Context: an optimization exercise on an open-source flow, tuned for small area and few clock cycles. The choices shown serve that exercise and are no tape-out recipe. Function was checked by simulation only, so behaviour that the tests miss may differ from the original.

**flow/run.sh**
```bash
#!/bin/bash
# synth_recipe.tcl (not shown) runs the flow's synth.tcl, then flattens the netlist and writes it again
# the make line also repeats each setting of config.mk as NAME=value (left out here)
make -C /OpenROAD-flow-scripts/flow DESIGN_CONFIG=/design/flow/config.mk WORK_HOME=/design/flow/orfs CLKGATE_MAP_FILE= SYNTH_SCRIPT=/design/flow/synth_recipe.tcl finish
```
**flow/config.mk**
```make
export PLATFORM = sky130hd
export DESIGN_NAME = huffman
export DESIGN_NICKNAME = huffman
export VERILOG_FILES = /design/flow/design.v
export SDC_FILE = /design/flow/constraint.sdc
export NUM_CORES = 4
export LEC_CHECK = 0
export CAP_MARGIN = 20
export CORE_MARGIN = 2
export CORE_UTILIZATION = 40
export SLEW_MARGIN = 20
```
**flow/constraint.sdc**
```tcl
create_clock -name core_clock -period 12.0 [get_ports {clk}]
set_input_delay 2.4000 -clock core_clock [delete_from_list [all_inputs] [get_ports {clk}]]
set_output_delay 2.4000 -clock core_clock [all_outputs]
set_load 0.01 [all_outputs]
```
**flow/design.v**
```verilog
module huffman(
  input  logic       clk,
  input  logic       rst_n,
  input  logic       in_valid,
  input  logic [7:0] gray_data,
  output logic       CNT_valid,
  output logic [7:0] CNT1, CNT2, CNT3, CNT4, CNT5, CNT6,
  output logic       code_valid,
  output logic [7:0] HC1, HC2, HC3, HC4, HC5, HC6,
  output logic [7:0] M1, M2, M3, M4, M5, M6
);
  logic [1:0] st;
  logic [6:0] cnt [6];
  logic [1:0] tag [6];
  logic [2:0] ptr [6];
  logic [4:0] val [6];
  logic counting, merge1, merging, clr;
  assign counting = in_valid;
  assign merge1   = (st == 2'b01) & ~in_valid;
  assign merging  = merge1 | st[1];
  assign clr      = (st == 2'b00) & ~in_valid;
  logic [5:0] pix;
  always_comb begin
    pix[5] = in_valid &  gray_data[2] &  gray_data[1];
    pix[4] = in_valid &  gray_data[2] & ~gray_data[1] &  gray_data[0];
    pix[3] = in_valid &  gray_data[2] & ~gray_data[1] & ~gray_data[0];
    pix[2] = in_valid & ~gray_data[2] &  gray_data[1] &  gray_data[0];
    pix[1] = in_valid & ~gray_data[2] &  gray_data[1] & ~gray_data[0];
    pix[0] = in_valid & ~gray_data[2] & ~gray_data[1] &  gray_data[0];
  end
  logic jb [6][6];
  always_comb begin
    for (int i = 0; i < 6; i++)
      for (int j = 0; j < 6; j++)
        jb[i][j] = 1'b0;
    for (int i = 0; i < 6; i++)
      for (int j = i + 1; j < 6; j++)
        jb[i][j] = {cnt[j], tag[j]} <= {cnt[i], tag[i]};
  end
  logic [5:0] a, b, sa, sb, r, d;
  always_comb begin
    for (int x = 0; x < 6; x++) begin
      a[x] = 1'b1;
      for (int y = 0; y < 6; y++)
        if (y < x) a[x] = a[x] & jb[y][x];
        else if (y > x) a[x] = a[x] & ~jb[x][y];
    end
    for (int x = 0; x < 6; x++) begin
      b[x] = ~a[x];
      for (int y = 0; y < 6; y++)
        if (y < x) b[x] = b[x] & (jb[y][x] | a[y]);
        else if (y > x) b[x] = b[x] & (~jb[x][y] | a[y]);
    end
    sa = merging ? a : pix;
    sb = merging ? b : 6'b0;
    for (int x = 0; x < 6; x++) begin
      r[x] = sa[x] | sb[x];
      for (int y = 0; y < x; y++) r[x] = r[x] & ~(sa[y] | sb[y]);
    end
    d = merging ? ((a | b) & ~r) : 6'b0;
  end
  logic [6:0] ca, cb, sum;
  always_comb begin
    ca = '0;
    cb = '0;
    for (int x = 0; x < 6; x++) begin
      ca = ca | (cnt[x] & {7{sa[x]}});
      cb = cb | (cnt[x] & {7{sb[x]}});
    end
    sum = ca + cb + {6'b0, ~merging};
  end
  logic last;
  assign last = merging & sum[6] & sum[5] & sum[2];
  logic [1:0] newtag;
  assign newtag = merge1 ? 2'b10 : (st == 2'b10) ? 2'b01 : 2'b00;
  logic [2:0] ridx;
  always_comb begin
    ridx = 3'd0;
    for (int x = 0; x < 6; x++) if (r[x]) ridx = ridx | 3'(x);
  end
  logic [5:0] ina, inb;
  always_comb begin
    for (int s = 0; s < 6; s++) begin
      ina[s] = a[ptr[s]];
      inb[s] = b[ptr[s]];
    end
  end
  logic [4:0] above [6];
  logic [4:0] lead [6];
  logic [4:0] vnext [6];
  always_comb begin
    for (int s = 0; s < 6; s++) begin
      above[s][4] = 1'b0;
      for (int j = 3; j >= 0; j--) above[s][j] = above[s][j + 1] | val[s][j + 1];
      lead[s] = val[s] & ~above[s];
      vnext[s] = (val[s] & ~lead[s]) | (lead[s] & {5{ina[s]}}) | {lead[s][3:0], 1'b0};
    end
  end
  always_ff @(posedge clk) begin
    for (int x = 0; x < 6; x++) begin
      if (clr) cnt[x] <= 7'd0;
      else if (d[x]) cnt[x] <= 7'd127;
      else if (r[x]) cnt[x] <= sum;
    end
    for (int x = 0; x < 6; x++) begin
      if (!merging) tag[x] <= 2'b11;
      else if (r[x]) tag[x] <= newtag;
    end
    for (int s = 0; s < 6; s++) begin
      if (!merging) begin
        ptr[s] <= 3'(s);
        val[s] <= 5'b00001;
      end else if (ina[s] | inb[s]) begin
        ptr[s] <= ridx;
        val[s] <= vnext[s];
      end
    end
  end
  always_ff @(posedge clk or negedge rst_n) begin
    if (!rst_n) st <= 2'b00;
    else begin
      case (st)
        2'b00: st <= in_valid ? 2'b01 : 2'b00;
        2'b01: st <= in_valid ? 2'b01 : 2'b10;
        2'b10: st <= 2'b11;
        default: st <= last ? 2'b00 : 2'b11;
      endcase
    end
  end
  logic [4:0] hc [6];
  logic [4:0] mk [6];
  always_comb begin
    for (int s = 0; s < 6; s++) begin
      hc[s] = {5{last}} & val[s] & (above[s] | {5{ina[s]}});
      mk[s] = {5{last}} & (above[s] | val[s]);
    end
  end
  assign CNT_valid  = merge1;
  assign code_valid = last;
  assign CNT1 = {1'b0, cnt[0] & {7{merge1}}};
  assign CNT2 = {1'b0, cnt[1] & {7{merge1}}};
  assign CNT3 = {1'b0, cnt[2] & {7{merge1}}};
  assign CNT4 = {1'b0, cnt[3] & {7{merge1}}};
  assign CNT5 = {1'b0, cnt[4] & {7{merge1}}};
  assign CNT6 = {1'b0, cnt[5] & {7{merge1}}};
  assign HC1 = {3'b0, hc[0]};
  assign HC2 = {3'b0, hc[1]};
  assign HC3 = {3'b0, hc[2]};
  assign HC4 = {3'b0, hc[3]};
  assign HC5 = {3'b0, hc[4]};
  assign HC6 = {3'b0, hc[5]};
  assign M1 = {3'b0, mk[0]};
  assign M2 = {3'b0, mk[1]};
  assign M3 = {3'b0, mk[2]};
  assign M4 = {3'b0, mk[3]};
  assign M5 = {3'b0, mk[4]};
  assign M6 = {3'b0, mk[5]};
endmodule
```
==> impl_metrics.yaml <==
synth:
  synth_edf_count: 0
  yosysTopAreaCellShare_pct: 19.2
  ys_warn_count: 11
  ys_types: 96
  synthArstFlopShare_pct: 1.92
  yosys_register_bits: 104
  synthFlopType: "dfxtp_1"
  yosys.area.top_type: "dfxtp_1"
  synth_cells: 1352
  syn_avg_cell_area_um2: 7.85
  synth_area_um2: 10600
  ys_seq_area_share_pct: 19.7
  synthTopCellsByArea: "dfxtp_1 19%, ha_1 17%, nor2_1 5.3%, a21oi_1 3.7%, o21ai_0 3.6%"
finish:
  fin_area_um2: 12100
  nNetsFinal: 1577
  syn_to_final_growth_pct: 14.4
  nFillCells: 2619
  fin_util_pct: 46.6
  stdcell_count: 1765
  drive_gt1_share_pct: 6.23
timing:
  finalSetupViolCount: 0
  slew_viol_final: 0
  clock.fmax_ghz: 0.0881
  hold_violations: 0
  rsz0062_at_grt: "false"
  layout_min_cycle_time_ns: 11.35
  worstMarginPinSlew_ns: 0.994
  clock_skew_ns: 0.0114
  relSlewSlack_pct: 33.5
  fin_tns_setup_ns: 0
  finalCritPeriodShare_pct: 94.6
drt:
  remaining_drc_errors: 0
  num_vias: 11088
  highest_layer: "met4"
  wirelength_mm: 38.2
  vias_per_cell: 6.28
  wl_per_cell_um: 21.6
  dr_wl_met2_mm: 16.0
  drtAntennaViolNets: 0
  wl_met1_mm: 16.8
  drt_iter0_markers: 1184
  wl_met3_mm: 3.81
  firstDrtPassIters: 6
die:
  fp-row-count: 59
  die_height_um: 167
  boundaryPins: 157
  coreArea_um2: 26100
  fp.dieW_um: 167
  start_util_pct: 40.7
  dieArea_um2: 27900
clocking:
  cts_setup_buffers: 0
  clock_latency_ns: 0.36
  cts_resized: 0
  htreeDepth: 3
  holdBufCountCts: 0
  path_clk_slew_ns: 0.07
  cts_made_buffers: 9
  cts_tree: "yes"
  cts_root_buf: "clkbuf_16"
  cts_sinks: 104
  clk_path_buf_depth: 2
worst_setup_path:
  crit_arrival_ns: 8.95
  worstSetupStartpointType: "input port"
  r2r_cells: 22
  critPathLaunch: "in_valid"
  crit_type: "in -> out"
  required_ns: 9.60
  r2r_end: "st[1]"
  reg2reg_setup_slack_ns: 4.26
  crit_path_end_kind: "output pin"
  r2r_start: "cnt[4][5]"
  path_max_fanout: 29
worst_hold_path:
  hold_end: "tag[0][1]"
  min-delay-start: "tag[0][1]"
  hold_class: "reg -> reg"
  holdPathStages: 2
status:
  outcome: "no timing/DRC/antenna violations"
run:
  cap_violations: 0
global_route:
  grt_pass1_vias: 10277
  grt_pass1_wl_mm: 58.8
  grt_max_degree: 43
  grt-ovfl-total: 0
  track_usage_pct: 26.7
  grt_antenna_before_repair: 1
placement:
  place.port_buffers: 109
  place_inst: 1748
  gp_congestion: 0.964
  dpl_cell_area_um2: 11800
  dpl.hpwl_mm: 28.3
==> cell usage in the layout, fill, tap and decap left out, types with 6 or more instances in the layout <==
master / synthesis / layout
nor2_1: 150 / 149
ha_1: 140 / 140
clkdlybuf4s50_1: 0 / 109
dfxtp_1: 102 / 102
nand2_1: 100 / 100
a21oi_1: 79 / 79
o21ai_0: 77 / 77
inv_1: 71 / 70
conb_1: 1 / 42
nor3_1: 40 / 40
nand4_1: 30 / 30
mux2i_1: 30 / 30
nand2b_1: 27 / 27
o211ai_1: 25 / 25
nand3_1: 23 / 23
nor4_1: 23 / 22
a22oi_1: 21 / 21
a21o_1: 19 / 19
o311a_1: 19 / 19
a211oi_1: 18 / 18
buf_4: 46 / 18
and3_1: 17 / 17
a31oi_1: 14 / 14
a222oi_1: 11 / 11
and2_1: 10 / 10
nor2b_1: 10 / 10
o31ai_1: 9 / 9
or3_1: 9 / 9
clkbuf_16: 0 / 9
and4_1: 8 / 8
a221oi_1: 7 / 7
o21a_1: 7 / 7
o22ai_1: 7 / 7
o221a_2: 7 / 7
o21ai_1: 6 / 6
or2_2: 6 / 6
mux4_2: 6 / 6
==> worst max-delay path by stage <==
stage              to  depth (start not counted)
3_5_place_dp   HC1[2]                         21
5_1_grt        HC6[2]                         22
4_1_cts        HC6[0]                         21
3_3_place_gp   HC1[2]                         21
2_1_floorplan  HC4[4]                         21
6_report       HC4[0]                         21
==> sequential cells by signal (all words and copies together), names as in the netlist, named ones only <==
name  flops
ptr      18
st        2
val      24
tag      12
cnt      42
==> cell families after synthesis <==
family	after synthesis	synth area share [%]
xor gates and xnor gates	8	0.660
buffers and inverters	179	8.16
muxes	36	4.10
AOI/OAI and AO/OA	404	28.1
adders and majority gates	142	16.9
DFF	104	19.7
and+or+nand+nor	478	22.4
other	1	0.0353
==> metal layers <==
metal  GRT usage (%)  vias up
met5               0        -
met3            5.20       85
met2            39.6      586
met4            10.9        0
met1            37.8     5227
li1                -     5190
==> critical path, stage by stage <==
cell             delay [ns]
clkdlybuf4s50_1        0.62
nor2_1                 0.42
nand2_1                0.20
inv_1                  0.29
nor2_4                 0.06
buf_4                  0.24
nor4_1                 0.86
a22oi_1                0.20
o211a_1                0.21
fa_1                   0.43
nor2b_1                0.14
o21ai_0                0.08
nand2b_1               0.16
a21o_1                 0.14
a21oi_1                0.08
xnor2_1                0.70
and3_1                 0.42
o21ai_4                0.09
inv_2                  0.37
o311a_1                0.25
clkdlybuf4s50_1        0.54
==> synth_stat cells (7+ instances only) <==
library cell	instances
o311a_1	19
o22ai_1	7
and3_1	17
a222oi_1	11
a31oi_1	14
o21a_1	7
and2_1	10
nor4_1	23
a211oi_1	18
a22oi_1	21
a21oi_1	79
nor2_1	150
nor2b_1	10
ha_1	140
o31ai_1	9
inv_1	71
buf_4	46
nand3_1	23
and4_1	8
o21ai_0	77
buf_1	10
nand2_1	100
nand4_1	30
o211ai_1	25
or3_1	9
dfxtp_1	102
nor3_1	40
a221oi_1	7
buf_2	11
nand2b_1	27
mux2i_1	30
a21o_1	19
o221a_2	7
clkbuf_1	39
==> final cells by class <==
type,instances,area (µm²),share of cell area [%]
Inverter,72,270,2.22
Clock buffer,9,225,1.85
Timing Repair Buffer,127,1230,10.1
Multi-Input combinational cell,1110,7840,64.5
Tap cell,335,419,3.45
Antenna cell,1,2.50,0.0206
Sequential cell,104,2090,17.2
Clock inverter,7,72.6,0.597
==> stage by stage <==
stage	hold slack (ns)	setup slack (ns)
global placement	0.451	0.937
detailed placement	0.487	0.818
floorplan	0.439	2.80
CTS	0.502	0.860
finish	0.497	0.651
global route	0.539	0.379
Testbench counts, summed over its fixed seeds: cycles 20,344.

==> port drivers added, routing unchanged <==
No port has a modelled driver above. Below, the same layout with a new extraction and two added sets of constraints. Step 1: set_driving_cell puts a clkbuf_16 on clk and a buf_2 on each other input, an assumption about the parent block. Step 2 moves the port delays by t, midway between the first and last clock arrival at a register: inputs arrive t later, outputs are due t later. That takes back most of the time a late clock gives input paths. Three values: ideal, step 1, step 2; two values: the first two.
t, ns: 0.404
setup WS [ns]: 0.651 / 0.627 / 0.627
worst setup path after step 2: input to output
clock arrival spread, ns: 0.011 / 0.011
worst slew at a driven data input, ns: 0.09
After both steps setup and hold are still met in this run. For this run, drivers alone change the setup slack by -0.024 ns; drivers and shift together by -0.024 ns.
